Background: an optimization exercise with open tools, aiming at small area. Do not read the settings as production practice. Where RTL was checked, it was by simulation tests only, not by an equivalence proof against the original. Only the layout flow was run in run 1; the RTL was not checked for function there. No run shown here takes its clock network from TritonCTS; it comes from the design's own scripts or RTL. No driver is modelled on the clock port, so clock power and skew are understated where the tree is cut down; a real chip needs a root buffer or a tree. No activity file was given, so power comes from the tool's default toggle rates.

==> design/flow/design.v <==
`timescale 1ns / 1ps
module final_top(
	input clk100,
	input rst,
	output servoOut,
	output actuatorPull,
	output actuatorPush,
	input [2:0] infraSensor,
	input servoPhotoT,
	input RPhotoT,
	input LPhotoT,
	input motor,
	output [3:0] IN,
	output [6:0] seg,
	output [3:0] an
	);
	localparam SETUP = 2'd0, WAIT = 2'd1, PUSH = 2'd2, PULL = 2'd3;
	logic [1:0] st;
	logic push, pull;
	wire first = (st == SETUP) && !pull;
	logic [16:0] ddp;
	wire [16:0] dd = ddp ^ 17'h15555;
	logic [2:0] hi;
	logic en_r;
	logic ina, inb;       
	wire dz16 = (dd[15:0] == 16'd0);
	wire dd_zero = dz16 && !dd[16];
	wire dd_last = dz16 && dd[16];                       
	wire dd_clr = ((dd & 17'h1ff6f) == 17'h11346);       
	always @(posedge clk100) begin
		if (rst) begin
			ddp <= 17'h15555;
			hi <= 0;
			en_r <= 1;
			ina <= 0; inb <= 0;
		end else begin
			ddp <= {dd[15:0], dd[16] ^ dd[13] ^ dz16} ^ 17'h15555;
			if (dd_zero && !first) hi <= hi + 3'd1;
			if (dd_clr) en_r <= 0;
			else if (dd_last) en_r <= 1;
			ina <= en_r && !motor && !(infraSensor == 3'b001 || infraSensor == 3'b011);
			inb <= en_r && !motor && !(infraSensor == 3'b100 || infraSensor == 3'b110);
		end
	end
	assign an = {hi[2:1] != 2'd0, hi[2:1] != 2'd1, hi[2:1] != 2'd2, hi[2:1] != 2'd3};
	assign IN = {inb, ina && !inb, !ina && inb, ina};
	logic [13:0] wp;
	wire [13:0] w = wp ^ 14'h1555;
	logic ron, lon, son;    
	wire ro = !ron, lo = !lon, so = !son;
	logic [7:0] cr, cL, cs;
	logic r2, l2, af, s2;
	wire er = RPhotoT ^ ro;
	wire el = LPhotoT ^ lo;
	wire es = servoPhotoT ^ so;
	wire ir = er;
	wire il = !er && el;
	wire is_ = !er && !el && es;
	wire wend = ((w & 14'h3bdf) == (14'h2a9f & 14'h3bdf));
	wire wz = ((w & 14'h0fff) == 14'h0000);
	function automatic [7:0] cnext(input [7:0] c, input i);
		logic e;
		integer b;
		begin
			e = i && !wend && !(c[7] && c[6] && c[5]);    
			cnext[0] = wz ? i : (c[0] ^ e);
			for (b = 1; b < 8; b = b + 1)
				cnext[b] = !wz && (c[b] ^ (e && (&(c | ~((8'd1 << b) - 8'd1)))));
		end
	endfunction
	function automatic fr(input [7:0] x);
		fr = (x >= 8'd22) && (x <= 8'd79);
	endfunction
	function automatic en(input [7:0] x);
		en = (x >= 8'd82) && (x <= 8'd219);
	endfunction
	always @(posedge clk100) begin
		if (rst) begin
			wp <= 14'h1555;
			ron <= 1; lon <= 1; son <= 1;
			cr <= 0; cL <= 0; cs <= 0;
			r2 <= 0; l2 <= 0; af <= 0; s2 <= 0;
		end else begin
			ron <= !RPhotoT; lon <= !LPhotoT; son <= !servoPhotoT;
			wp <= (wend ? 14'd0 : {w[12:0], ~(w[0] ^ w[13])}) ^ 14'h1555;
			cr <= cnext(cr, ir); cL <= cnext(cL, il); cs <= cnext(cs, is_);
			if (wz) begin
				r2 <= en(cr); l2 <= en(cL); s2 <= en(cs);
				af <= fr(cr) || fr(cL);
			end
		end
	end
	logic isc, isd;
	always @(posedge clk100) begin
		if (rst) begin
			isc <= 0; isd <= 1;
		end else begin
			isc <= r2 || l2;
			isd <= !(r2 || l2 || af);
		end
	end
	assign seg = {isc, isd, isd, !isc, 1'b1, 1'b1, isd};
	logic [7:0] qp, up;
	wire [7:0] u = up ^ 8'h55;
	wire [7:0] q = qp ^ 8'h55;
	logic sv, act, dirR, fire;
	logic [10:0] kp;
	wire [10:0] k = kp ^ 11'h555;
	function automatic [7:0] st1(input [7:0] x);
		st1 = {x[6:0], x[7] ^ (x[0] & ~(x[1] & x[2]))};
	endfunction
	wire pend  = (q == 8'h81);                 
	wire q8    = (q == 8'h03);                 
	wire q0    = ((q & 8'hfd) == 8'h00);       
	wire u0    = ((u & 8'hfd) == 8'h00);       
	wire u11   = ((u & 8'he3) == 8'h00);       
	wire u191  = ((u & 8'hdc) == 8'h00);       
	wire send = act && (k == 11'h5f9) && q8;   
	always @(posedge clk100) begin
		if (rst) begin
			qp <= 8'h02 ^ 8'h55; up <= 8'hd7 ^ 8'h55; sv <= 0; act <= 0; dirR <= 0; fire <= 0; kp <= 11'h555;
		end else begin
			qp <= st1(q) ^ 8'h55;
			if (q0) sv <= 1;
			else if (u0) sv <= 0;
			if (send) begin
				act <= 0; dirR <= 0; fire <= 0; kp <= 11'h555; up <= 8'hb5 ^ 8'h55;
			end else begin
				if (s2 || (q0 && (u11 || u191))) fire <= 1;
				if (!act) kp <= 11'h555;
				else if (pend) kp <= {k[9:0], ~(k[1] ^ k[10])} ^ 11'h555;
				up <= st1(u) ^ 8'h55;
				if (pend) begin
					if (r2 || dirR) begin
						dirR <= 1; act <= 1;
						if (!s2 && !fire) up <= up;
					end else if (l2 || act) begin
						act <= 1;
						if (!s2 && !fire) up <= st1(st1(u)) ^ 8'h55;
					end
				end
			end
		end
	end
	assign servoOut = sv;
	logic [18:0] fp;
	wire [18:0] f = fp ^ 19'h55555;
	wire term = ((f & 19'h5ffff) == 19'h4adb0);
	always @(posedge clk100) begin
		if (rst) begin
			fp <= 19'h55555; st <= SETUP; push <= 0; pull <= 0;
		end else begin
			fp <= ((term || st == WAIT) ? 19'd0 : {f[17:0], ~(f[0] ^ f[18])}) ^ 19'h55555;
			push <= (st == PUSH) && !term;
			pull <= (st == PULL || st == SETUP) && !term;
			case (st)
				PUSH: if (term) st <= PULL;
				WAIT: if (fire) st <= PUSH;
				default: if (term) st <= WAIT;
			endcase
		end
	end
	assign actuatorPush = push;
	assign actuatorPull = pull;
endmodule
==> design/flow/flow/run.sh <==
#!/bin/bash
# Layout flow: the standard synthesis, then an area-oriented re-mapping of the
# combinational logic between the registers (registers, their names and cells are
# untouched; several ABC scripts are tried and the smallest result that is proven
# equivalent to the standard netlist is used), then the standard
# floorplan and placement with single-drive port buffers, a two-level clock tree
# built here (flow/cts.tcl), and the standard routing and finish. Each tool's output goes to its own log here.
set -euo pipefail
W=$(pwd)
RES=$W/orfs/results/$FLOW_PLATFORM/final_top/base
LIB=$FLOW_HOME/platforms/$FLOW_PLATFORM/lib/sky130_fd_sc_hd__tt_025C_1v80.lib
YOSYS=${YOSYS_EXE:-/OpenROAD-flow-scripts/tools/install/yosys/bin/yosys}
[[ -x $YOSYS ]] || YOSYS=$(command -v yosys)

# 1. standard synthesis
bash standard.sh synth > $W/log_1_standard_synth.log 2>&1

# 2. re-map the combinational logic for area
R=$W/remap
mkdir -p $R
cp $RES/1_2_yosys.v $R/in.v
DU=""
for c in $(sed -n '/^export DONT_USE_CELLS/,/^#/p' $FLOW_HOME/platforms/$FLOW_PLATFORM/config.mk | grep -o 'sky130_fd_sc_hd__[a-z0-9_]*'); do
  DU="$DU -dont_use $c"
done
cat > $R/flat.ys <<EOS
read_liberty -overwrite -ignore_miss_func $LIB
read_verilog $R/in.v
hierarchy -top $FLOW_TOP
blackbox sky130_fd_sc_hd__dfxtp_1
flatten
rename -hide w:*.*
opt_clean -purge
select -module $FLOW_TOP
write_verilog -noattr -selected $R/flat.v
EOS
$YOSYS -l $W/log_2_remap_flat.log -q $R/flat.ys > /dev/null 2>&1 || true

SCRIPTS=(
  "+strash;&get,-n;&deepsyn,-T,30,-S,1;&dch;&nf,-a,-R,1000;&put"
  "+strash;&get,-n;&deepsyn,-T,30,-S,2;&dch;&nf,-a,-R,1000;&put"
  "+strash;&get,-n;&st;&syn2;&deepsyn,-T,30,-S,3;&st;&dch;&nf,-a,-R,1000;&put"
  "+strash;&get,-n;&st;&syn2;&deepsyn,-T,30,-S,4;&st;&dch;&nf,-a,-R,1000;&put"
)
if [[ -s $R/flat.v ]]; then
  for i in "${!SCRIPTS[@]}"; do
    cat > $R/map$i.ys <<EOS
read_liberty -lib $LIB
read_verilog $R/flat.v
hierarchy -top $FLOW_TOP
techmap
opt -fast
abc -liberty $LIB $DU -script ${SCRIPTS[$i]}
opt_clean -purge
splitnets
hilomap -singleton -hicell sky130_fd_sc_hd__conb_1 HI -locell sky130_fd_sc_hd__conb_1 LO
insbuf -buf sky130_fd_sc_hd__buf_1 A X
opt_clean -purge
tee -o $R/area$i.txt stat -liberty $LIB
write_verilog -noattr -noexpr -nohex -nodec $R/out$i.v
EOS
    ( $YOSYS -l $W/log_2_remap_map$i.log -q $R/map$i.ys > /dev/null 2>&1 || true ) &
  done
  wait
fi
# candidates, smallest first
CANDS=$(for i in "${!SCRIPTS[@]}"; do
  a=$(grep -h 'Chip area' $R/area$i.txt 2>/dev/null | awk '{print $NF}')
  [[ -n "$a" && -s $R/out$i.v ]] && echo "$a $i"
done | sort -g | awk '{print $2}')
echo "remap candidates (smallest first): $CANDS"
remapped=none
for i in $CANDS; do
  cat > $R/equiv$i.ys <<EOS
read_liberty -overwrite -ignore_miss_func $LIB
blackbox sky130_fd_sc_hd__dfxtp_1
read_verilog $R/in.v
rename $FLOW_TOP gold
read_verilog $R/out$i.v
rename $FLOW_TOP gate
flatten gold gate
opt_clean
equiv_make gold gate eq
hierarchy -top eq
equiv_simple
equiv_status -assert
EOS
  if $YOSYS -l $W/log_2_remap_equiv$i.log -q $R/equiv$i.ys > /dev/null 2>&1 &&
     [[ $(grep -c 'sky130_fd_sc_hd__dfxtp' $R/in.v) == $(grep -c 'sky130_fd_sc_hd__dfxtp' $R/out$i.v) ]]; then
    cp $R/out$i.v $RES/1_2_yosys.v
    rm -f $RES/1_synth.odb $RES/1_synth.sdc
    bash standard.sh synth > $W/log_2_remap_odb.log 2>&1
    remapped=$i
    break
  fi
done
echo "remapped with script: $remapped"

# 3. floorplan .. placement
export BUFFER_PORTS_ARGS="-buffer_cell sky130_fd_sc_hd__buf_1"
bash standard.sh place > $W/log_3_standard_place.log 2>&1

# 4. clock tree (flow/cts.tcl): root buffer and NLEAF leaf buffers over equal groups
export RES
export FLOW_CLOCK=$(grep -o 'get_ports {[^}]*}' constraint.sdc | head -1 | sed 's/get_ports {\(.*\)}/\1/')
export NLEAF=${NLEAF:-7} LEAFBUF=${LEAFBUF:-sky130_fd_sc_hd__clkbuf_8} ROOTBUF=${ROOTBUF:-sky130_fd_sc_hd__clkbuf_4}
openroad -exit -no_init $W/flow/cts.tcl > $W/log_4_cts.log 2>&1

# 5. routing .. finish (the standard steps from the clock-tree database on)
bash standard.sh finish > $W/log_5_standard_finish.log 2>&1
==> design/flow/flow/cts.tcl <==
# Clock tree built by hand after placement: the clock port drives one root buffer,
# which drives NLEAF leaf buffers; the flip-flops are split into NLEAF compact groups
# of equal size by recursive bisection, each driven by one leaf buffer placed at the
# group's centre. All flip-flops see the same two buffer levels.
set P $::env(FLOW_HOME)/platforms/$::env(FLOW_PLATFORM)
set RES $::env(RES)
read_liberty $P/lib/sky130_fd_sc_hd__tt_025C_1v80.lib
read_db $RES/3_place.odb
read_sdc $RES/3_place.sdc
source $P/setRC.tcl
set NLEAF $::env(NLEAF)
set LEAFBUF $::env(LEAFBUF)
set ROOTBUF $::env(ROOTBUF)
set block [ord::get_db_block]
set db [ord::get_db]
set clkport [lindex [all_clocks] 0]
set clknet [$block findNet $::env(FLOW_CLOCK)]
set sinks [$clknet getITerms]
puts "clock sinks: [llength $sinks]"
set pts {}
foreach it $sinks {
  set b [[$it getInst] getBBox]
  lappend pts [list [expr ([$b xMin]+[$b xMax])/2.0] [expr ([$b yMin]+[$b yMax])/2.0]]
}
proc cmpdim {pts dim a b} {
  set va [lindex $pts $a $dim]; set vb [lindex $pts $b $dim]
  if {$va < $vb} {return -1} elseif {$va > $vb} {return 1} else {return 0}
}
proc bisect {idxs pts k} {
  if {$k <= 1} { return [list $idxs] }
  set xs {}; set ys {}
  foreach i $idxs { lappend xs [lindex $pts $i 0]; lappend ys [lindex $pts $i 1] }
  set xs [lsort -real $xs]; set ys [lsort -real $ys]
  set dim [expr {([lindex $xs end]-[lindex $xs 0]) >= ([lindex $ys end]-[lindex $ys 0]) ? 0 : 1}]
  set srt [lsort -command [list cmpdim $pts $dim] $idxs]
  set k1 [expr $k/2]; set k2 [expr $k-$k1]
  set h [expr int(round(double([llength $srt])*$k1/$k))]
  return [concat [bisect [lrange $srt 0 [expr $h-1]] $pts $k1] [bisect [lrange $srt $h end] $pts $k2]]
}
set n [llength $pts]
set all {}
for {set i 0} {$i < $n} {incr i} { lappend all $i }
set groups [bisect $all $pts $NLEAF]
set rootm [$db findMaster $ROOTBUF]
set leafm [$db findMaster $LEAFBUF]
set root [odb::dbInst_create $block $rootm clkbuf_root]
set rootnet [odb::dbNet_create $block clknet_root]
$rootnet setSigType CLOCK
foreach it $sinks { $it disconnect }
[$root findITerm A] connect $clknet
[$root findITerm X] connect $rootnet
set rx 0; set ry 0
set k 0
foreach g $groups {
  set sx 0; set sy 0
  foreach i $g { set sx [expr $sx+[lindex $pts $i 0]]; set sy [expr $sy+[lindex $pts $i 1]] }
  set cx [expr $sx/[llength $g]]; set cy [expr $sy/[llength $g]]
  set rx [expr $rx+$cx]; set ry [expr $ry+$cy]
  set b [odb::dbInst_create $block $leafm clkbuf_leaf_$k]
  set net [odb::dbNet_create $block clknet_leaf_$k]
  $net setSigType CLOCK
  [$b findITerm A] connect $rootnet
  [$b findITerm X] connect $net
  $b setLocation [expr int($cx)] [expr int($cy)]
  $b setPlacementStatus PLACED
  foreach i $g { [lindex $sinks $i] connect $net }
  puts "leaf $k: [llength $g] flip-flops"
  incr k
}
$root setLocation [expr int($rx/$NLEAF)] [expr int($ry/$NLEAF)]
$root setPlacementStatus PLACED
detailed_placement
check_placement -verbose
set_propagated_clock [all_clocks]
estimate_parasitics -placement
set worst 0
foreach pin [get_pins -hierarchical */CLK] {
  foreach p {slew_max_rise slew_max_fall} {
    set s [get_property $pin $p]
    if {$s > $worst} {set worst $s}
  }
}
puts "worst flip-flop clock slew (placement estimate): $worst"
report_clock_skew
report_worst_slack -max
report_worst_slack -min
repair_timing -hold
report_worst_slack -min
write_db $RES/4_1_cts.odb
write_sdc -no_timestamp $RES/4_cts.sdc
==> design/flow/standard.sh <==
#!/bin/bash
# synth_recipe.tcl (not shown) runs the flow's synth.tcl, then flattens the netlist and writes it again
# the make line also repeats each setting of config.mk as NAME=value (left out here)
make -C /OpenROAD-flow-scripts/flow DESIGN_CONFIG=/design/flow/config.mk WORK_HOME=/design/flow/orfs CLKGATE_MAP_FILE= SYNTH_SCRIPT=/design/flow/synth_recipe.tcl "${@:-finish}"
==> design/flow/config.mk <==
export PLATFORM = sky130hd
export DESIGN_NAME = final_top
export DESIGN_NICKNAME = final_top
export VERILOG_FILES = /design/flow/design.v
export SDC_FILE = /design/flow/constraint.sdc
export NUM_CORES = 4
export LEC_CHECK = 0
export CAP_MARGIN = 20
export CORE_MARGIN = 2
export CORE_UTILIZATION = 40
export SLEW_MARGIN = 20
==> design/flow/constraint.sdc <==
create_clock -name core_clock -period 10.0 [get_ports {clk100}]
set_input_delay 2.0000 -clock core_clock [delete_from_list [all_inputs] [get_ports {clk100}]]
set_output_delay 2.0000 -clock core_clock [all_outputs]
set_load 0.01 [all_outputs]
==> results of run 1 <==
[worst max path at each step]
| stage | start | endpoint | slack (ns) | cells past startpoint |
|---|---|---|---|---|
| 2_1_floorplan | RPhotoT | cL[6]$_SDFF_PP0_ | 6.46 | 8 |
| 3_3_place_gp | RPhotoT | cL[6]$_SDFF_PP0_ | 6.07 | 9 |
| 3_5_place_dp | RPhotoT | cL[6]$_SDFF_PP0_ | 6.03 | 9 |
| 5_1_grt | RPhotoT | cL[7]$_SDFF_PP0_ | 6.29 | 10 |
| 6_report | RPhotoT | cs[6]$_SDFF_PP0_ | 6.49 | 9 |
[power groups by stage]
stage	logic [uW]	registers [uW]	clock network [uW]
floorplan	26.7	521	0
global placement	37.5	522	0
detailed placement	38.3	523	0
global route	43.3	513	231
finish	38.0	511	205
[state kept, by name, indices dropped and copies added (netlist names), 3 cells and up]
name / count
cL: 8
cr: 8
cs: 8
ddp: 17
fp: 19
hi: 3
kp: 11
qp: 8
up: 8
wp: 14
[per-layer routing]
metal	GRT usage (%)	routed length, um
met5	0	0
met4	1.92	123
met3	1.33	245
met1	18.3	3900
met2	23.3	3530
[layout make-up]
| type | count | area (um^2) | area share [%] |
|---|---|---|---|
| inverter | 8 | 30.0 | 0.649 |
| multi-input combinational | 341 | 1750 | 37.7 |
| buffer | 8 | 104 | 2.25 |
| tap | 136 | 170 | 3.68 |
| timing repair buffer | 24 | 93.8 | 2.03 |
| sequential | 124 | 2480 | 53.7 |
[cells in the final DEF (no fill, tap or decap), types with 2 or more instances in the layout]
master	count
dfxtp_1	124
nor2_1	88
nand2_1	56
a21oi_1	35
o21ai_0	31
nor3_1	24
buf_1	23
nand3_1	12
and3_1	10
and2_0	9
clkinv_1	8
or2_0	8
clkbuf_8	7
nand4b_1	5
nand2b_1	5
or3_1	4
xnor2_1	4
nor3b_1	4
nor2b_1	4
xor2_1	4
nand4_1	3
a2111oi_0	3
o32ai_1	3
a211oi_1	3
nor4b_1	2
a221o_1	2
or4_1	2
o21a_1	2
a311oi_1	2
a31oi_1	2
conb_1	2
[stage by stage]
stage	instance area [um^2]	utilization [%]
6_report	4630	44.6
2_1_floorplan	4290	-
3_5_place_dp	4520	43.6
5_1_grt	4630	44.6
3_3_place_gp	4520	43.6
==> out/qor.txt, run 1 <==
worst reg-to-reg path cell count - 10
Initial Util - 41.3%
Setup crit end kind - register
crit-path cells - buf_1, xor2_1, nand3b_1, a311oi_1, and3_1, and4_1, and2_0, o21ai_0, a21oi_1
worst hold stages - 1
mean post-synth cell area - 8.93 um^2
wire per inst - 12.2 um
HP Class - register to register
Slowest-stage cell, CP - a311oi_1
Via density - 5.12
vias in the first global route - 3068
Min-Delay Endpoint - fp[18]$_SDFF_PP1_
Pins Over Slew Limit - 0
maximum resistive drop on vdd - 0.0000836 V
Port Buffers - 23
CP Class - input port to register
core area - 10400 um^2
initial drt markers - 133
Slew @ Worst Pin - 1.02 ns
layout cells sized above 1 - 1.78%
crit-path leading delay family - simple AND/OR/NAND/NOR gates
RSZ-0062 raised after global routing - false
number of routed nets with antenna violations - 0
Comb pwr share - 5.0%
clock latency (worst-skew pair) - 0.46 ns
via count - 3285
worst slack at placement - 6.03 ns
Sequential Power Share - 67.7%
Final Skew - 0.0123 ns
Hold Slack - 0.374 ns
Core Rows - 37
initial antenna violation count - 0
power density over the cells - 163 nW/um^2
worst reg2reg setup slack - 7.11 ns
number of diodes - 0
Rel. slew slack - 31.6%
largest net degree at the start of global routing - 37
R2R Path End - up[0]$_SDFFE_PP0P_
final worst slack - 6.49 ns
Arr. time, crit path - 3.90 ns
CP Buf/Inv Count - 1
critical hold path startpoint - fp[17]$_SDFF_PP0_
gr usage total - 13.4%
Setup Viol. Count Final - 0
FILL cells - 1073
reg2reg start - qp[4]$_SDFF_PP1_
CTS clock-pin slew for the worst setup and hold paths - 0.11 ns
cell-internal power - 585 uW
Die Wd - 107 um
first-pass GRT wire length - 13.3 mm
Post-Synthesis Cells - 480
drt total wl - 7.79 mm
global placement routability congestion - 0.790
setup TNS - 0 ns
CP required - 10.40 ns
Startpoint Class - input port
DR DRC count - 0
status - timing/DRC/antenna clean
io pins - 27
max cap viols - 0
iteration count of the initial detailed-routing pass - 4
remaining global-route overflow - 0
Post-Syn Area - 4280 um^2
Placed Instances - 633
Max Clock Freq - 285 MHz
post-route minimum period - 3.51 ns
Area Growth Syn to Fin - 7.97%
final hold viol count - 0
Leak - 0.00165 uW
Net Switching - 170 uW
CP max FO - 4
Largest stage delay, worst path - 0.35 ns
Layout Cells excl Fill - 641
Die Area - 11600 um^2
switching share of total power - 22.5%
Ys Warns - 1
HPWL after DPL - 5.36 mm
Nets - 516
Final Cycle Share - 35.1%
chip height - 107 um
Final Power - 755 uW
clock share of power - 27.2%
==> inputs of run 2 (changes only) <==
--- a/design/flow/design.v
+++ b/design/flow/design.v
@@ -80,3 +80,2 @@
 			ron <= 1; lon <= 1; son <= 1;
-			cr <= 0; cL <= 0; cs <= 0;
 			r2 <= 0; l2 <= 0; af <= 0; s2 <= 0;
@@ -85,8 +84,10 @@
 			wp <= (wend ? 14'd0 : {w[12:0], ~(w[0] ^ w[13])}) ^ 14'h1555;
-			cr <= cnext(cr, ir); cL <= cnext(cL, il); cs <= cnext(cs, is_);
 			if (wz) begin
-				r2 <= en(cr); l2 <= en(cL); s2 <= en(cs);
-				af <= fr(cr) || fr(cL);
+				r2 <= en(cr) && !first; l2 <= en(cL) && !first; s2 <= en(cs) && !first;
+				af <= (fr(cr) || fr(cL)) && !first;
 			end
 		end
+	end
+	always @(posedge clk100) begin
+		cr <= cnext(cr, ir); cL <= cnext(cL, il); cs <= cnext(cs, is_);
 	end
==> run 2 against run 1 <==
Clock skew fell by 0.00053 ns. Worst setup slack got worse by 0.12 ns. Critical endpoint is now cs[6]$_DFF_P_. Largest cell class unchanged. Register-to-register slack better by 0.10 ns.
==> out/qor.txt, run 2 <==
drt total wl - 7.73 mm (was 7.79 mm)
largest reg by FF count - fp (unchanged)
number of diodes - 0 (unchanged)
wire per inst - 12.1 um (was 12.2 um)
fin util - 44.5% (was 44.6%)
maximum resistive drop on vdd - 0.0000686 V (was 0.0000836 V)
Largest stage delay, worst path - 0.27 ns (was 0.35 ns)
HPWL after DPL - 5.46 mm (was 5.36 mm)
Core Rows - 37 (unchanged)
FILL cells - 1046 (was 1073)
Post-Synthesis Cells - 478 (was 480)
max FFs per register - 19 (unchanged)
largest net degree at the start of global routing - 35 (was 37)
Final Skew - 0.0118 ns (was 0.0123 ns)
Pins Over Slew Limit - 0 (unchanged)
Initial Util - 41.2% (was 41.3%)
RSZ-0062 raised after global routing - false (unchanged)
Setup Viol. Count Final - 0 (unchanged)
Leak - 0.00165 uW (about the same)
status - timing/DRC/antenna clean (unchanged)
Die Wd - 107 um (about the same)
crit-path leading delay family - simple AND/OR/NAND/NOR gates (unchanged)
Area Growth Syn to Fin - 7.99% (was 7.97%)
CTS clock-pin slew for the worst setup and hold paths - 0.10 ns (was 0.11 ns)
Sequential Power Share - 67.3% (was 67.7%)
initial drt markers - 200 (was 133)
HP Class - register to register (unchanged)
Setup crit end kind - register (unchanged)
Comb pwr share - 5.8% (was 5.0%)
CP required - 10.39 ns (was 10.40 ns)
chip height - 107 um (about the same)
setup TNS - 0 ns (unchanged)
io pins - 27 (unchanged)
Post-Syn Area - 4270 um^2 (was 4280 um^2)
via count - 3227 (was 3285)
Arr. time, crit path - 4.01 ns (was 3.90 ns)
post-route minimum period - 3.63 ns (was 3.51 ns)
Nets - 514 (was 516)
number of routed nets with antenna violations - 0 (unchanged)
first-pass GRT wire length - 13.8 mm (was 13.3 mm)
final hold viol count - 0 (unchanged)
commonest non-fill, non-tap cells in the layout - dfxtp_1 (124), nor2_1 (81), nand2_1 (61) (was dfxtp_1 (124), nor2_1 (88), nand2_1 (56))
switching share of total power - 23.2% (was 22.5%)
core area - 10400 um^2 (unchanged)
crit-path cells - buf_1, xor2_1, nand3_1, nor3_1, and2_0, and3_1, and2_0, and3_1, nor2_1, a211oi_1 (was buf_1, xor2_1, nand3b_1, a311oi_1, and3_1, and4_1, and2_0, o21ai_0, a21oi_1)
clock share of power - 26.9% (was 27.2%)
Final Cycle Share - 36.3% (was 35.1%)
CP Class - input port to register (unchanged)
CP max FO - 4 (unchanged)
cell-internal power - 591 uW (was 585 uW)
Net Switching - 178 uW (was 170 uW)
max cap viols - 0 (unchanged)
Max Clock Freq - 276 MHz (was 285 MHz)
initial antenna violation count - 0 (unchanged)
clock latency (worst-skew pair) - 0.48 ns (was 0.46 ns)
gr usage total - 13.8% (was 13.4%)
iteration count of the initial detailed-routing pass - 4 (unchanged)
layout cells sized above 1 - 1.79% (was 1.78%)
Ys Warns - 1 (unchanged)
Startpoint Class - input port (unchanged)
CP Buf/Inv Count - 1 (unchanged)
power density over the cells - 167 nW/um^2 (was 163 nW/um^2)
remaining global-route overflow - 0 (unchanged)
most common cell after layout, fill and taps aside - dfxtp_1 (unchanged)
Die Area - 11500 um^2 (was 11600 um^2)
Via density - 5.05 (was 5.12)
leading registers by flop count - fp x19, ddp x17, wp x14 (unchanged)
Port Buffers - 23 (unchanged)
Rel. slew slack - 35.8% (was 31.6%)
DR DRC count - 0 (unchanged)
mean post-synth cell area - 8.94 um^2 (was 8.93 um^2)
global placement routability congestion - 0.798 (was 0.790)
Slowest-stage cell, CP - xor2_1 (was a311oi_1)
Slew @ Worst Pin - 0.956 ns (was 1.02 ns)
vias in the first global route - 3086 (was 3068)
==> run 2: worst paths after layout <==
check                     from                end  slack, ns  cells past startpoint
min reg2reg  fp[17]$_SDFF_PP0_  fp[18]$_SDFF_PP1_       0.37                      1
min          fp[17]$_SDFF_PP0_  fp[18]$_SDFF_PP1_       0.37                      1
max                    RPhotoT      cs[6]$_DFF_P_       6.37                     10
max reg2reg  wp[11]$_SDFF_PP0_    r2$_SDFFE_PP0P_       7.21                      7
==> run 2: power by group through the flow <==
stage	clock [uW]	combinational, uW	sequential [uW]
after floorplan	0	32.3	526
final	207	44.8	518
after detailed placement	0	45.3	529
after global placement	0	44.0	528
after global routing	234	52.6	520
==> run 2: final cells by class <==
cell class                 count  area [um^2]  area share (%)
multi-input combinational    332         1710            37.0
timing repair buffer          24         93.8            2.03
sequential                   124         2480            53.8
buffer                         8          104            2.25
tap                          136          170            3.69
inverter                      15         56.3            1.22
==> run 2: metrics by stage <==
step                      std cells  total power [uW]  area [um^2]  hold WS (ns)  worst slack (ns)
after floorplan                 479               559         4280         0.343              6.35
after detailed placement        631               574         4510         0.351              5.85
after global placement          631               572         4510         0.348              6.01
final                           639               769         4620         0.374              6.37
after global routing            639               806         4620         0.405              6.12
==> run 2: routing by layer <==
| metal | up-vias | part of all wire [%] | GRT usage [%] | wire length [um] |
|---|---|---|---|---|
| met5 | - | 0 | 0 | 0 |
| met4 | 0 | 2.3 | 2.93 | 175 |
| met3 | 12 | 3.5 | 1.21 | 267 |
| met2 | 45 | 45 | 23.4 | 3520 |
| met1 | 1473 | 49 | 19.4 | 3770 |
| li1 | 1697 | - | - | - |
==> inputs of run 3 (changes only) <==
--- a/design/flow/design.v
+++ b/design/flow/design.v
@@ -16,6 +16,5 @@
 	);
-	localparam SETUP = 2'd0, WAIT = 2'd1, PUSH = 2'd2, PULL = 2'd3;
-	logic [1:0] st;
-	logic push, pull;
-	wire first = (st == SETUP) && !pull;
+	logic fsx, fsy, fsz;
+	wire fs_wait = !fsx && !fsy && !fsz;
+	wire first = !fsx && fsy && !fsz;
 	logic [16:0] ddp;
@@ -151,16 +150,12 @@
 		if (rst) begin
-			fp <= 19'h55555; st <= SETUP; push <= 0; pull <= 0;
+			fp <= 19'h55555; fsx <= 0; fsy <= 1; fsz <= 0;
 		end else begin
-			fp <= ((term || st == WAIT) ? 19'd0 : {f[17:0], ~(f[0] ^ f[18])}) ^ 19'h55555;
-			push <= (st == PUSH) && !term;
-			pull <= (st == PULL || st == SETUP) && !term;
-			case (st)
-				PUSH: if (term) st <= PULL;
-				WAIT: if (fire) st <= PUSH;
-				default: if (term) st <= WAIT;
-			endcase
+			fp <= ((term || fs_wait) ? 19'd0 : {f[17:0], ~(f[0] ^ f[18])}) ^ 19'h55555;
+			fsx <= (fsy && fsz && term) || (fsx && !fsy) || (fsx && fsy && !term) || first;
+			fsy <= (!fsx && !fsy && fsz) || (fsy && fsz && !term) || (fsx && !fsy) || (fsx && fsy && !term) || first;
+			fsz <= (fs_wait && fire) || (!fsx && !fsy && fsz) || (fsy && fsz && !term);
 		end
 	end
-	assign actuatorPush = push;
-	assign actuatorPull = pull;
+	assign actuatorPush = fsy && fsz;
+	assign actuatorPull = fsx && fsy;
 endmodule
==> run 3 against run 2 <==
Still clean on timing, DRC and antenna. Design area increased by 0.68%. Maximum frequency increased by 5.7%. Worst hold slack got worse by 0.0034 ns. Via count increased by 0.71%. Routed wire length decreased by 0.71%. Global-route usage decreased by 0.31 points. Die area increased by 0.20%. Final cell count increased by 1.3%. Clock power about the same. Clock skew decreased by 0.0040 ns. Synthesized cell count increased by 1.0%. Critical path depth decreased by 1. Highest routed layer unchanged.
==> out/qor.txt, run 3 <==
final hold viol count - 0 (unchanged)
RSZ-0062 raised after global routing - false (unchanged)
max FFs per register - 19 (unchanged)
register area - 2460 um^2 (was 2480 um^2)
Area Growth Syn to Fin - 8.50% (was 7.99%)
HPWL after DPL - 5.30 mm (was 5.46 mm)
initial antenna violation count - 0 (unchanged)
DR DRC count - 0 (unchanged)
max cap viols - 0 (unchanged)
worst reg2reg setup slack - 7.48 ns (was 7.21 ns)
chip height - 107 um (about the same)
setup TNS - 0 ns (unchanged)
largest reg by FF count - fp (unchanged)
Post-Synthesis Cells - 483 (was 478)
Die Area - 11600 um^2 (was 11500 um^2)
Rel. slew slack - 50.1% (was 35.8%)
Core Rows - 37 (unchanged)
Initial Util - 41.3% (was 41.2%)
Post-Syn Area - 4280 um^2 (was 4270 um^2)
mean post-synth cell area - 8.87 um^2 (was 8.94 um^2)
FILL cells - 1043 (was 1046)
multi-input logic area - 1750 um^2 (was 1710 um^2)
Ys Warns - 1 (unchanged)
Port Buffers - 23 (unchanged)
commonest non-fill, non-tap cells in the layout - dfxtp_1 (123), nor2_1 (76), nand2_1 (63) (was dfxtp_1 (124), nor2_1 (81), nand2_1 (61))
Via density - 5.02 (was 5.05)
layout cells sized above 1 - 2.35% (was 1.79%)
end of the critical path - cs[6]$_DFF_P_ (unchanged)
fin util - 44.8% (was 44.5%)
core area - 10400 um^2 (unchanged)
status - timing/DRC/antenna clean (unchanged)
Setup crit end kind - register (unchanged)
remaining global-route overflow - 0 (unchanged)
Startpoint Class - input port (unchanged)
power density over the cells - 170 nW/um^2 (was 167 nW/um^2)
CP required - 10.36 ns (was 10.39 ns)
global placement routability congestion - 0.820 (was 0.798)
Max Clock Freq - 292 MHz (was 276 MHz)
number of routed nets with antenna violations - 0 (unchanged)
CTS clock-pin slew for the worst setup and hold paths - 0.10 ns (about the same)
worst reg-to-reg path cell count - 8 (was 7)
Die Wd - 107 um (about the same)
Pins Over Slew Limit - 0 (unchanged)
final worst slack - 6.57 ns (was 6.37 ns)
worst slack at placement - 6.10 ns (was 5.85 ns)
most common cell after layout, fill and taps aside - dfxtp_1 (unchanged)
Nets - 521 (was 514)
vias in the first global route - 3027 (was 3086)
HP Class - register to register (unchanged)
leading registers by flop count - fp x19, ddp x17, wp x14 (unchanged)
Leak - 0.00173 uW (was 0.00165 uW)
Setup Viol. Count Final - 0 (unchanged)
first-pass GRT wire length - 13.5 mm (was 13.8 mm)
post-route minimum period - 3.43 ns (was 3.63 ns)
drt total wl - 7.68 mm (was 7.73 mm)
Arr. time, crit path - 3.79 ns (was 4.01 ns)
clock latency (worst-skew pair) - 0.46 ns (was 0.48 ns)
maximum resistive drop on vdd - 0.0000780 V (was 0.0000686 V)
io pins - 27 (unchanged)
R2R Path End - cr[6]$_DFF_P_ (was r2$_SDFFE_PP0P_)
Setup crit start - RPhotoT (unchanged)
Hold Slack - 0.370 ns (was 0.374 ns)
CP Class - input port to register (unchanged)
Final Cycle Share - 34.3% (was 36.3%)
initial drt markers - 158 (was 200)
reg2reg start - wp[0]$_SDFF_PP1_ (was wp[11]$_SDFF_PP0_)
via count - 3250 (was 3227)
gr usage total - 13.5% (was 13.8%)
CP max FO - 4 (unchanged)
largest net degree at the start of global routing - 30 (was 35)
worst hold stages - 1 (unchanged)
Final Skew - 0.00771 ns (was 0.0118 ns)
wire per inst - 11.9 um (was 12.1 um)
Slew @ Worst Pin - 0.745 ns (was 0.956 ns)
iteration count of the initial detailed-routing pass - 5 (was 4)
==> run 3: metrics by stage <==
step           power (uW)  cell area, um^2  cells
2_1_floorplan         578             4290    484
3_3_place_gp          596             4540    638
3_5_place_dp          598             4540    638
5_1_grt               833             4640    646
6_report              792             4650    647
==> run 3: layer usage <==
layer,track usage [%],vias up,share of wire [%]
li1,-,1717,-
met1,19.1,1479,51
met2,22.8,44,44
met3,1.27,10,3.4
met4,2.29,0,2.0
met5,0,-,0
==> run 3: worst max-delay path, cell delays in order <==
cell	delay (ns)
buf_1	0.11
xor2_1	0.31
and3_1	0.25
and4_1	0.26
and2_0	0.19
nor2b_1	0.21
and2_0	0.25
a21oi_1	0.09
o21a_1	0.11
==> run 3: final cells by class <==
type                       instances  share of cell area (%)
multi-input combinational        340                    37.7
tap                              136                    3.66
antenna                            1                  0.0539
buffer                             8                    2.23
sequential                       123                    53.0
timing repair buffer              26                    2.34
inverter                          13                    1.05
==> run 3: how the worst min path moves through the flow <==
stage | start | to | slack (ns)
2_1_floorplan | fp[17]$_SDFF_PP0_ | fp[18]$_SDFF_PP1_ | 0.34
3_3_place_gp | fp[17]$_SDFF_PP0_ | fp[18]$_SDFF_PP1_ | 0.35
3_5_place_dp | fp[17]$_SDFF_PP0_ | fp[18]$_SDFF_PP1_ | 0.36
5_1_grt | fp[17]$_SDFF_PP0_ | fp[18]$_SDFF_PP1_ | 0.39
6_report | fp[17]$_SDFF_PP0_ | fp[18]$_SDFF_PP1_ | 0.37
==> run 3: power breakdown <==
group	total [uW]	switching (uW)	leakage (uW)	internal (uW)
combinational	64.7	39.8	0.000673	24.9
sequential	522	14.2	0.00100	508
clock	206	138	0.0000549	67.5
total	792	192	0.00173	600
==> inputs of run 4 (changes only) <==
--- a/design/flow/flow/run.sh
+++ b/design/flow/flow/run.sh
@@ -43,2 +43,6 @@
   "+strash;&get,-n;&st;&syn2;&deepsyn,-T,30,-S,4;&st;&dch;&nf,-a,-R,1000;&put"
+  "+strash;&get,-n;&deepsyn,-T,30,-S,5;&dch;&nf,-a,-R,1000;&put"
+  "+strash;&get,-n;&deepsyn,-T,30,-S,6;&dch;&nf,-a,-R,1000;&put"
+  "+strash;&get,-n;&st;&syn2;&deepsyn,-T,30,-S,7;&st;&dch;&nf,-a,-R,1000;&put"
+  "+strash;&get,-n;&st;&syn2;&deepsyn,-T,30,-S,8;&st;&dch;&nf,-a,-R,1000;&put"
 )
@@ -62,2 +66,3 @@
     ( $YOSYS -l $W/log_2_remap_map$i.log -q $R/map$i.ys > /dev/null 2>&1 || true ) &
+    (( (i + 1) % 4 == 0 )) && wait
   done
@@ -102,7 +107,21 @@
 
-# 4. clock tree (flow/cts.tcl): root buffer and NLEAF leaf buffers over equal groups
+# 4. clock tree (flow/cts.tcl): a root buffer and NLEAF leaf buffers over equal
+# groups of flip-flops. Configurations are tried smallest area first; the first
+# whose flip-flop clock slew (placement estimate) is at most 118 ps is built.
 export RES
 export FLOW_CLOCK=$(grep -o 'get_ports {[^}]*}' constraint.sdc | head -1 | sed 's/get_ports {\(.*\)}/\1/')
-export NLEAF=${NLEAF:-7} LEAFBUF=${LEAFBUF:-sky130_fd_sc_hd__clkbuf_8} ROOTBUF=${ROOTBUF:-sky130_fd_sc_hd__clkbuf_4}
-openroad -exit -no_init $W/flow/cts.tcl > $W/log_4_cts.log 2>&1
+export ROOTBUF=sky130_fd_sc_hd__clkbuf_4
+CHOSEN="7 sky130_fd_sc_hd__clkbuf_8"
+for cfg in "5 clkbuf_8" "10 clkbuf_4" "3 clkbuf_16" "11 clkbuf_4" "6 clkbuf_8" "12 clkbuf_4" "7 clkbuf_8" "13 clkbuf_4" "4 clkbuf_16" "14 clkbuf_4" "8 clkbuf_8"; do
+  set -- $cfg
+  s=$(CTS_TRIAL=1 NLEAF=$1 LEAFBUF=sky130_fd_sc_hd__$2 openroad -exit -no_init $W/flow/cts.tcl 2>&1 | tee -a $W/log_4_cts_trials.log | grep TRIAL_SLEW | awk '{print $2}')
+  echo "clock tree trial $cfg: slew $s"
+  if [[ -n "$s" ]] && awk -v s="$s" 'BEGIN{exit !(s <= 0.118)}'; then
+    CHOSEN="$1 sky130_fd_sc_hd__$2"
+    break
+  fi
+done
+set -- $CHOSEN
+echo "clock tree: $CHOSEN"
+NLEAF=$1 LEAFBUF=$2 openroad -exit -no_init $W/flow/cts.tcl > $W/log_4_cts.log 2>&1
 
--- a/design/flow/flow/cts.tcl
+++ b/design/flow/flow/cts.tcl
@@ -86,2 +86,6 @@
 report_worst_slack -min
+if {[info exists ::env(CTS_TRIAL)]} {
+  puts "TRIAL_SLEW $worst"
+  exit
+}
 repair_timing -hold
--- a/design/flow/config.mk
+++ b/design/flow/config.mk
@@ -9,3 +9,3 @@
 export CORE_MARGIN = 2
-export CORE_UTILIZATION = 40
+export CORE_UTILIZATION = 60
 export SLEW_MARGIN = 20
==> run 4 against run 3 <==
Sequential power rose by 0.8%. Sequential cell count did not move. Critical path depth rose by 1. Still clean. Sequential share of layout area rose by 0.86 points.
==> out/qor.txt, run 4 <==
Post-DP Area - 4480 um^2 (was 4540 um^2)
max cap viols - 0 (unchanged)
CTS clock-pin slew for the worst setup and hold paths - 0.10 ns (about the same)
remaining global-route overflow - 0 (unchanged)
CP Class - input port to register (unchanged)
Startpoint Class - input port (unchanged)
gr usage total - 20.0% (was 13.5%)
crit-path cells - buf_1, xor2_1, nand3_1, a311oi_1, and2_0, and3_1, and3_1, and2_0, a21oi_1, o21a_1 (was buf_1, xor2_1, and3_1, and4_1, and2_0, nor2b_1, and2_0, a21oi_1, o21a_1)
critical hold path startpoint - fp[17]$_SDFF_PP0_ (unchanged)
commonest non-fill, non-tap cells in the layout - dfxtp_1 (123), nor2_1 (79), nand2_1 (60) (was dfxtp_1 (123), nor2_1 (76), nand2_1 (63))
maximum resistive drop on vdd - 0.000112 V (was 0.0000780 V)
Setup crit start - RPhotoT (unchanged)
drt total wl - 7.64 mm (was 7.68 mm)
Ys Warns - 1 (unchanged)
final hold viol count - 0 (unchanged)
number of diodes - 0 (was 1)
Pins Over Slew Limit - 0 (unchanged)
CP max FO - 5 (was 4)
leading registers by flop count - fp x19, ddp x17, wp x14 (unchanged)
chip height - 88.4 um (was 107 um)
Port Buffers - 23 (unchanged)
via count - 3325 (was 3250)
DR DRC count - 0 (unchanged)
Core Rows - 30 (was 37)
largest reg by FF count - fp (unchanged)
Final Skew - 0.0142 ns (was 0.00771 ns)
Post-Synthesis Cells - 478 (was 483)
Die Wd - 88.4 um (was 107 um)
Hold Slack - 0.372 ns (was 0.370 ns)
Initial Util - 62.6% (was 41.3%)
vias in the first global route - 3104 (was 3027)
Via density - 5.50 (was 5.02)
Max Clock Freq - 277 MHz (was 292 MHz)
Setup Viol. Count Final - 0 (unchanged)
core area - 6830 um^2 (was 10400 um^2)
Leak - 0.00173 uW (about the same)
RSZ-0062 raised after global routing - false (unchanged)
final design instance area without fill - 4570 um^2 (was 4650 um^2)
initial drt markers - 149 (was 158)
max FFs per register - 19 (unchanged)
layout cells sized above 1 - 3.14% (was 2.35%)
status - timing/DRC/antenna clean (unchanged)
Rel. slew slack - 58.1% (was 50.1%)
worst slack at placement - 5.87 ns (was 6.10 ns)
reg2reg start - wp[0]$_SDFF_PP1_ (unchanged)
initial antenna violation count - 0 (unchanged)
Largest stage delay, worst path - 0.33 ns (was 0.31 ns)
final worst slack - 6.39 ns (was 6.57 ns)
CP required - 10.39 ns (was 10.36 ns)
Arr. time, crit path - 3.99 ns (was 3.79 ns)
clock latency (worst-skew pair) - 0.48 ns (was 0.46 ns)
Die Area - 7820 um^2 (was 11600 um^2)
Slowest-stage cell, CP - a311oi_1 (was xor2_1)
Setup crit end kind - register (unchanged)
FILL cells - 599 (was 1043)
power density over the cells - 173 nW/um^2 (was 170 nW/um^2)
first-pass GRT wire length - 13.2 mm (was 13.5 mm)
Area Growth Syn to Fin - 6.97% (was 8.50%)
HPWL after DPL - 5.40 mm (was 5.30 mm)
Post-Syn Area - 4280 um^2 (about the same)
iteration count of the initial detailed-routing pass - 4 (was 5)
wire per inst - 12.6 um (was 11.9 um)
post-route minimum period - 3.61 ns (was 3.43 ns)
most common cell after layout, fill and taps aside - dfxtp_1 (unchanged)
HP Class - register to register (unchanged)
io pins - 27 (unchanged)
number of routed nets with antenna violations - 0 (unchanged)
Final Power - 789 uW (was 792 uW)
global placement routability congestion - 0.818 (was 0.820)
mean post-synth cell area - 8.94 um^2 (was 8.87 um^2)
largest net degree at the start of global routing - 33 (was 30)
Final Cycle Share - 36.1% (was 34.3%)
Slew @ Worst Pin - 0.624 ns (was 0.745 ns)
setup TNS - 0 ns (unchanged)
Nets - 520 (was 521)
run 4: layer usage:
metal,share of wire (%),track usage [%]
met5,0,0
met4,1.4,3.99
met3,3.0,2.05
met2,48,35.6
met1,48,26.5
run 4: power by group:
group	total (uW)	internal (uW)	leakage, uW	switching, uW
Clock	197	59.9	0.0000598	137
Combinational	66.3	25.8	0.000671	40.5
Sequential	526	509	0.00100	16.5
run 4: critical path: cells and delay by family:
family / cells / cell delay, ns
compound gates: 3 / 0.53
xor+xnor: 1 / 0.26
simple gates: 5 / 1.10
buf+inv: 1 / 0.11
run 4: per-stage QoR:
step | util [%] | cells
2_1_floorplan | - | 479
3_3_place_gp | 65.5 | 592
3_5_place_dp | 65.5 | 592
5_1_grt | 66.9 | 605
6_report | 66.9 | 605
run 4: layout make-up:
| cell class | instances | area (um^2) | area share (%) |
|---|---|---|---|
| timing repair buffer | 25 | 101 | 2.22 |
| multi-input combinational | 337 | 1750 | 38.3 |
| inverter | 11 | 41.3 | 0.903 |
| buffer | 13 | 97.6 | 2.13 |
| tap | 96 | 120 | 2.63 |
| sequential | 123 | 2460 | 53.8 |
run 4: final timing paths:
kind / slack [ns] / endpoint / cells past startpoint
setup / recovery: 6.39 / cs[6]$_DFF_P_ / 10
hold / removal: 0.37 / fp[18]$_SDFF_PP1_ / 1
setup reg to reg: 7.34 / cs[6]$_DFF_P_ / 9
hold reg to reg: 0.37 / fp[18]$_SDFF_PP1_ / 1
==> inputs of run 5 (changes only) <==
--- a/design/flow/flow/run.sh
+++ b/design/flow/flow/run.sh
@@ -39,10 +39,10 @@
 SCRIPTS=(
-  "+strash;&get,-n;&deepsyn,-T,30,-S,1;&dch;&nf,-a,-R,1000;&put"
-  "+strash;&get,-n;&deepsyn,-T,30,-S,2;&dch;&nf,-a,-R,1000;&put"
-  "+strash;&get,-n;&st;&syn2;&deepsyn,-T,30,-S,3;&st;&dch;&nf,-a,-R,1000;&put"
-  "+strash;&get,-n;&st;&syn2;&deepsyn,-T,30,-S,4;&st;&dch;&nf,-a,-R,1000;&put"
-  "+strash;&get,-n;&deepsyn,-T,30,-S,5;&dch;&nf,-a,-R,1000;&put"
-  "+strash;&get,-n;&deepsyn,-T,30,-S,6;&dch;&nf,-a,-R,1000;&put"
-  "+strash;&get,-n;&st;&syn2;&deepsyn,-T,30,-S,7;&st;&dch;&nf,-a,-R,1000;&put"
-  "+strash;&get,-n;&st;&syn2;&deepsyn,-T,30,-S,8;&st;&dch;&nf,-a,-R,1000;&put"
+  "+strash;&get,-n;&deepsyn,-T,30,-S,1;&st;&if,-K,4;&mfs;&st;&deepsyn,-T,10;&dch;&nf,-a,-R,1000;&put"
+  "+strash;&get,-n;&deepsyn,-T,30,-S,2;&st;&if,-K,4;&mfs;&st;&deepsyn,-T,10;&dch;&nf,-a,-R,1000;&put"
+  "+strash;&get,-n;&deepsyn,-T,30,-S,3;&st;&if,-K,4;&mfs;&st;&deepsyn,-T,10;&dch;&nf,-a,-R,1000;&put"
+  "+strash;&get,-n;&deepsyn,-T,30,-S,4;&st;&if,-K,3;&mfs;&st;&deepsyn,-T,10;&dch;&nf,-a,-R,1000;&put"
+  "+strash;&get,-n;&deepsyn,-T,30,-S,5;&st;&if,-K,4;&mfs;&st;&deepsyn,-T,10;&dch;&nf,-a,-R,1000;&put"
+  "+strash;&get,-n;&deepsyn,-T,30,-S,6;&st;&if,-K,3;&mfs;&st;&deepsyn,-T,10;&dch;&nf,-a,-R,1000;&put"
+  "+strash;&get,-n;&deepsyn,-T,30,-S,7;&dch;&nf,-a,-R,1000;&put"
+  "+strash;&get,-n;&deepsyn,-T,30,-S,8;&dch,-f;&nf,-a,-R,1000;&st;&dch;&nf,-a,-R,1000;&put"
 )
@@ -116,3 +116,3 @@
   set -- $cfg
-  s=$(CTS_TRIAL=1 NLEAF=$1 LEAFBUF=sky130_fd_sc_hd__$2 openroad -exit -no_init $W/flow/cts.tcl 2>&1 | tee -a $W/log_4_cts_trials.log | grep TRIAL_SLEW | awk '{print $2}')
+  s=$(CTS_TRIAL=1 NLEAF=$1 LEAFBUF=sky130_fd_sc_hd__$2 openroad -exit -no_init $W/flow/cts.tcl 2>&1 | tee -a $W/log_4_cts_trials.log | grep TRIAL_SLEW | awk '{print $2}' || true)
   echo "clock tree trial $cfg: slew $s"
--- a/design/flow/config.mk
+++ b/design/flow/config.mk
@@ -10,2 +10,3 @@
 export CORE_UTILIZATION = 60
+export PLACE_DENSITY = 0.9
 export SLEW_MARGIN = 20
==> run 5 against run 4 <==
Still clean. Critical path depth shrank 4. Global-route usage decreased by 0.078 points. Worst hold slack worse by 0.0015 ns. Total power fell by 3.7%. Register-to-register slack worse by 0.40 ns. Clock power fell by 3%. Maximum frequency down 0.97%. Worst setup slack got worse by 0.035 ns. Synthesized cell count decreased by 0.21%. Critical path type unchanged. Critical endpoint is now fp[17]$_SDFF_PP0_. Largest cell class unchanged. Highest routed layer unchanged.
==> out/qor.txt, run 5 <==
RSZ-0062 raised after global routing - false (unchanged)
maximum resistive drop on vdd - 0.0000810 V (was 0.000112 V)
Die Wd - 88.3 um (was 88.4 um)
leading registers by flop count - fp x19, ddp x17, wp x14 (unchanged)
final hold viol count - 0 (unchanged)
max cap viols - 0 (unchanged)
Rel. slew slack - 51.1% (was 58.1%)
power density over the cells - 167 nW/um^2 (was 173 nW/um^2)
Min-Delay Endpoint - wp[6]$_SDFF_PP1_ (was fp[18]$_SDFF_PP1_)
HP Class - register to register (unchanged)
multi-input logic area - 1730 um^2 (was 1750 um^2)
Setup Viol. Count Final - 0 (unchanged)
post-route minimum period - 3.64 ns (was 3.61 ns)
Max Clock Freq - 275 MHz (was 277 MHz)
reg2reg start - qp[2]$_SDFF_PP1_ (was wp[0]$_SDFF_PP1_)
Area Growth Syn to Fin - 6.95% (was 6.97%)
global placement routability congestion - 0.908 (was 0.818)
Leak - 0.00168 uW (was 0.00173 uW)
R2R Path End - up[0]$_SDFFE_PP0P_ (was cs[6]$_DFF_P_)
Slew @ Worst Pin - 0.731 ns (was 0.624 ns)
io pins - 27 (unchanged)
Die Area - 7800 um^2 (was 7820 um^2)
commonest non-fill, non-tap cells in the layout - dfxtp_1 (123), nor2_1 (76), nand2_1 (55) (was dfxtp_1 (123), nor2_1 (79), nand2_1 (60))
DR DRC count - 0 (unchanged)
via count - 3368 (was 3325)
Post-Syn Area - 4270 um^2 (was 4280 um^2)
Startpoint Class - input port (unchanged)
Core Rows - 30 (unchanged)
iteration count of the initial detailed-routing pass - 5 (was 4)
Setup crit end kind - register (unchanged)
Final Cycle Share - 36.4% (was 36.1%)
number of routed nets with antenna violations - 0 (unchanged)
CTS clock-pin slew for the worst setup and hold paths - 0.12 ns (was 0.10 ns)
most common cell after layout, fill and taps aside - dfxtp_1 (unchanged)
mean post-synth cell area - 8.94 um^2 (about the same)
Port Buffers - 23 (unchanged)
Via density - 5.59 (was 5.50)
largest reg by FF count - fp (unchanged)
critical hold path startpoint - wp[5]$_SDFF_PP0_ (was fp[17]$_SDFF_PP0_)
worst reg-to-reg path cell count - 9 (unchanged)
remaining global-route overflow - 0 (unchanged)
setup TNS - 0 ns (unchanged)
largest net degree at the start of global routing - 30 (was 33)
Ys Warns - 1 (unchanged)
gr usage total - 19.9% (was 20.0%)
chip height - 88.3 um (was 88.4 um)
CP required - 10.36 ns (was 10.39 ns)
Initial Util - 62.5% (was 62.6%)
Arr. time, crit path - 4.00 ns (was 3.99 ns)
Pins Over Slew Limit - 0 (unchanged)
layout cells sized above 1 - 3.16% (was 3.14%)
Layout Cells excl Fill - 603 (was 605)
CP Class - input port to register (unchanged)
wire per inst - 13.1 um (was 12.6 um)
Post-Synthesis Cells - 477 (was 478)
initial drt markers - 242 (was 149)
Final Power - 760 uW (was 789 uW)
max FFs per register - 19 (unchanged)
clock latency (worst-skew pair) - 0.49 ns (was 0.48 ns)
Placed Instances - 591 (was 592)
status - timing/DRC/antenna clean (unchanged)
worst reg2reg setup slack - 6.94 ns (was 7.34 ns)
core area - 6830 um^2 (unchanged)
register area - 2460 um^2 (unchanged)
number of diodes - 0 (unchanged)
Nets - 518 (was 520)
vias in the first global route - 3103 (was 3104)
FILL cells - 555 (was 599)
HPWL after DPL - 5.60 mm (was 5.40 mm)
first-pass GRT wire length - 13.0 mm (was 13.2 mm)
CP max FO - 29 (was 5)
Final Skew - 0.0171 ns (was 0.0142 ns)
initial antenna violation count - 0 (unchanged)
worst hold stages - 1 (unchanged)
drt total wl - 7.90 mm (was 7.64 mm)
run 5: final cells by class:
cell class / count / area share, %
Inverter: 15 / 1.23
Timing Repair Buffer: 25 / 2.22
Multi-Input combinational cell: 332 / 38.0
Buffer: 12 / 1.97
Sequential cell: 123 / 54.0
Tap cell: 96 / 2.63
run 5: worst max path at each step:
stage,from,slack [ns],endpoint,cells past startpoint
final,rst,6.36,fp[17]$_SDFF_PP0_,6
after global routing,rst,6.15,fp[13]$_SDFF_PP0_,6
after detailed placement,rst,5.86,fp[17]$_SDFF_PP0_,6
after global placement,rst,5.90,fp[17]$_SDFF_PP0_,6
after floorplan,RPhotoT,6.27,cL[6]$_DFF_P_,9
run 5: layer usage:
metal	up-vias	wire (um)	GRT usage (%)	share of wire, %
li1	1717	-	-	-
met1	1567	3530	24.3	45
met2	72	3880	37.3	49
met3	12	363	2.52	4.6
met4	0	114	4.41	1.4
met5	-	0	0	0
run 5: critical path, stage by stage:
cell and delay (ns):
buf_1 0.07, buf_4 0.30, clkinv_1 0.64, o21ai_0 0.45
or2_0 0.43, nor2_1 0.09
run 5: stage by stage:
| step | setup WS, ns | cell area, um^2 | hold slack, ns | utilization [%] |
|---|---|---|---|---|
| final | 6.36 | 4560 | 0.371 | 66.8 |
| after floorplan | 6.27 | 4270 | 0.343 | - |
| after global routing | 6.15 | 4560 | 0.386 | 66.8 |
| after global placement | 5.90 | 4470 | 0.346 | 65.4 |
| after detailed placement | 5.86 | 4470 | 0.357 | 65.4 |
run 5: power by group:
part           switching, uW  internal [uW]  total (uW)
Sequential              12.2            505         517
Clock                    136           55.4         191
Combinational           33.3           19.0        52.3
==> inputs of run 6 (changes only) <==
--- a/design/flow/config.mk
+++ b/design/flow/config.mk
@@ -10,3 +10,2 @@
 export CORE_UTILIZATION = 60
-export PLACE_DENSITY = 0.9
 export SLEW_MARGIN = 20
==> run 6 against run 5 <==
Still clean. Clock skew is 0.0046 ns lower. Synthesized cell count is the same. Design area is 0.19% higher. Maximum frequency fell by 1.5%. Sequential power hardly changed. Critical endpoint is now fp[9]$_SDFF_PP0_. Highest routed layer unchanged.
==> out/qor.txt, run 6 <==
power density over the cells - 167 nW/um^2 (about the same)
Area Growth Syn to Fin - 7.16% (was 6.95%)
most common cell after layout, fill and taps aside - dfxtp_1 (unchanged)
commonest non-fill, non-tap cells in the layout - dfxtp_1 (123), nor2_1 (76), nand2_1 (55) (unchanged)
worst reg-to-reg path cell count - 9 (unchanged)
worst hold stages - 1 (unchanged)
clock latency (worst-skew pair) - 0.48 ns (was 0.49 ns)
R2R Path End - cL[7]$_DFF_P_ (was up[0]$_SDFFE_PP0P_)
CP max FO - 29 (unchanged)
Setup crit end kind - register (unchanged)
FILL cells - 596 (was 555)
number of diodes - 0 (unchanged)
wire per inst - 12.7 um (was 13.1 um)
Final Cycle Share - 37.0% (was 36.4%)
setup TNS - 0 ns (unchanged)
reg2reg start - wp[0]$_SDFF_PP1_ (was qp[2]$_SDFF_PP1_)
Core Rows - 30 (unchanged)
io pins - 27 (unchanged)
worst reg2reg setup slack - 7.33 ns (was 6.94 ns)
initial antenna violation count - 0 (unchanged)
Via density - 5.45 (was 5.59)
HPWL after DPL - 5.41 mm (was 5.60 mm)
Min-Delay Endpoint - fp[18]$_SDFF_PP1_ (was wp[6]$_SDFF_PP1_)
Arr. time, crit path - 4.05 ns (was 4.00 ns)
remaining global-route overflow - 0 (unchanged)
number of routed nets with antenna violations - 0 (unchanged)
mean post-synth cell area - 8.94 um^2 (unchanged)
Initial Util - 62.5% (unchanged)
CTS clock-pin slew for the worst setup and hold paths - 0.09 ns (was 0.12 ns)
layout cells sized above 1 - 3.34% (was 3.16%)
drt total wl - 7.67 mm (was 7.90 mm)
DR DRC count - 0 (unchanged)
CP required - 10.35 ns (was 10.36 ns)
post-route minimum period - 3.70 ns (was 3.64 ns)
largest net degree at the start of global routing - 30 (unchanged)
Pins Over Slew Limit - 0 (unchanged)
Port Buffers - 23 (unchanged)
Placed Instances - 592 (was 591)
Post-Synthesis Cells - 477 (unchanged)
chip height - 88.3 um (unchanged)
max FFs per register - 19 (unchanged)
largest reg by FF count - fp (unchanged)
Ys Warns - 1 (unchanged)
leading registers by flop count - fp x19, ddp x17, wp x14 (unchanged)
via count - 3296 (was 3368)
CP Class - input port to register (unchanged)
Slew @ Worst Pin - 0.738 ns (was 0.731 ns)
global placement routability congestion - 0.838 (was 0.908)
multi-input logic area - 1730 um^2 (about the same)
Layout Cells excl Fill - 605 (was 603)
final hold viol count - 0 (unchanged)
initial drt markers - 145 (was 242)
critical hold path startpoint - fp[17]$_SDFF_PP0_ (was wp[5]$_SDFF_PP0_)
Leak - 0.00169 uW (was 0.00168 uW)
max cap viols - 0 (unchanged)
first-pass GRT wire length - 13.0 mm (about the same)
status - timing/DRC/antenna clean (unchanged)
RSZ-0062 raised after global routing - false (unchanged)
Nets - 520 (was 518)
Die Wd - 88.3 um (unchanged)
Setup Viol. Count Final - 0 (unchanged)
iteration count of the initial detailed-routing pass - 4 (was 5)
Die Area - 7800 um^2 (unchanged)
Startpoint Class - input port (unchanged)
Post-Syn Area - 4270 um^2 (unchanged)
register area - 2460 um^2 (unchanged)
Final Skew - 0.0125 ns (was 0.0171 ns)
maximum resistive drop on vdd - 0.0000949 V (was 0.0000810 V)
vias in the first global route - 3074 (was 3103)
HP Class - register to register (unchanged)
core area - 6830 um^2 (unchanged)
Rel. slew slack - 50.5% (was 51.1%)
gr usage total - 19.7% (was 19.9%)
Max Clock Freq - 270 MHz (was 275 MHz)
## run 6: cell count changes in the layout (fill, tap and decap cells not counted)
cell,change
buf_4,+1
clkbuf_4,+1
nor4b_1,+1
nor4b_2,-1
## run 6: per-layer routing
metal | track usage [%] | vias up | wire [um]
met3 | 2.33 | 18 | 243
met4 | 4.96 | 0 | 162
met1 | 26.8 | 1514 | 3700
met5 | 0 | - | 0
met2 | 33.8 | 39 | 3560
li1 | - | 1725 | -
## run 6: worst max-delay path, stage by stage
cell and delay (ns):
buf_1 0.07, buf_4 0.31, clkinv_1 0.68, o21ai_0 0.46, or2_0 0.43, nor2_1 0.08
## run 6: how the worst max path moves through the flow
stage               startpoint                end  depth (start not counted)
floorplan              RPhotoT      cL[6]$_DFF_P_                          9
global placement           rst  fp[11]$_SDFF_PP0_                          6
detailed placement         rst   fp[9]$_SDFF_PP0_                          6
global route               rst   fp[9]$_SDFF_PP0_                          6
finish                     rst   fp[9]$_SDFF_PP0_                          6
## run 6: through the flow
step	cell area [um^2]	util, %	hold slack, ns	total power, uW	setup WS, ns
final	4570	66.9	0.372	765	6.30
after global routing	4570	66.9	0.397	803	6.00
after global placement	4470	65.5	0.345	578	5.84
after floorplan	4270	-	0.343	562	6.27
after detailed placement	4470	65.5	0.356	580	5.80
## run 6: area by class of cell
cell class,instances,area share (%)
multi-input combinational,332,37.8
tap,96,2.63
timing repair buffer,26,2.38
sequential,123,53.9
inverter,15,1.23
buffer,13,2.13
## run 6: power breakdown
group          internal [uW]  switching (uW)  total (uW)
combinational           19.0            33.1        52.2
sequential               505            12.5         517
clock                   59.9             136         196

-- separate check: timing with driven ports --
The flow's constraints put no driver on any port. The routed layouts listed below were extracted and timed again, unchanged, in two steps. Step 1: set_driving_cell puts a clkbuf_16 on clk100 and a buf_2 on each other input, an assumption about the parent block. Step 2 moves the port delays by t, midway between the first and last clock arrival at a register: inputs arrive t later, outputs are due t later. That takes back most of the time a late clock gives input paths. Three values: ideal ports, drivers, drivers and shift; two values: the first two.
run | shift t [ns] | setup WS [ns] | worst hold slack (ns)
run 1 | 0.476 | 6.494 / 6.500 / 6.023 | 0.374 / 0.374 / 0.374
run 2 | 0.499 | 6.374 / 6.382 / 5.883 | 0.374 / 0.374 / 0.374
run 3 | 0.482 | 6.571 / 6.579 / 6.096 | 0.370 / 0.370 / 0.370
run 4 | 0.505 | 6.393 / 6.398 / 5.893 | 0.372 / 0.372 / 0.372
run 5 | 0.508 | 6.358 / 6.362 / 5.854 | 0.371 / 0.371 / 0.371
run 6 | 0.499 | 6.300 / 6.305 / 5.806 | 0.372 / 0.372 / 0.372
After both steps setup and hold are still met in every run listed. The setup slack of run 5, which loses most, moves by +0.004 ns with the drivers and by -0.504 ns with both steps.
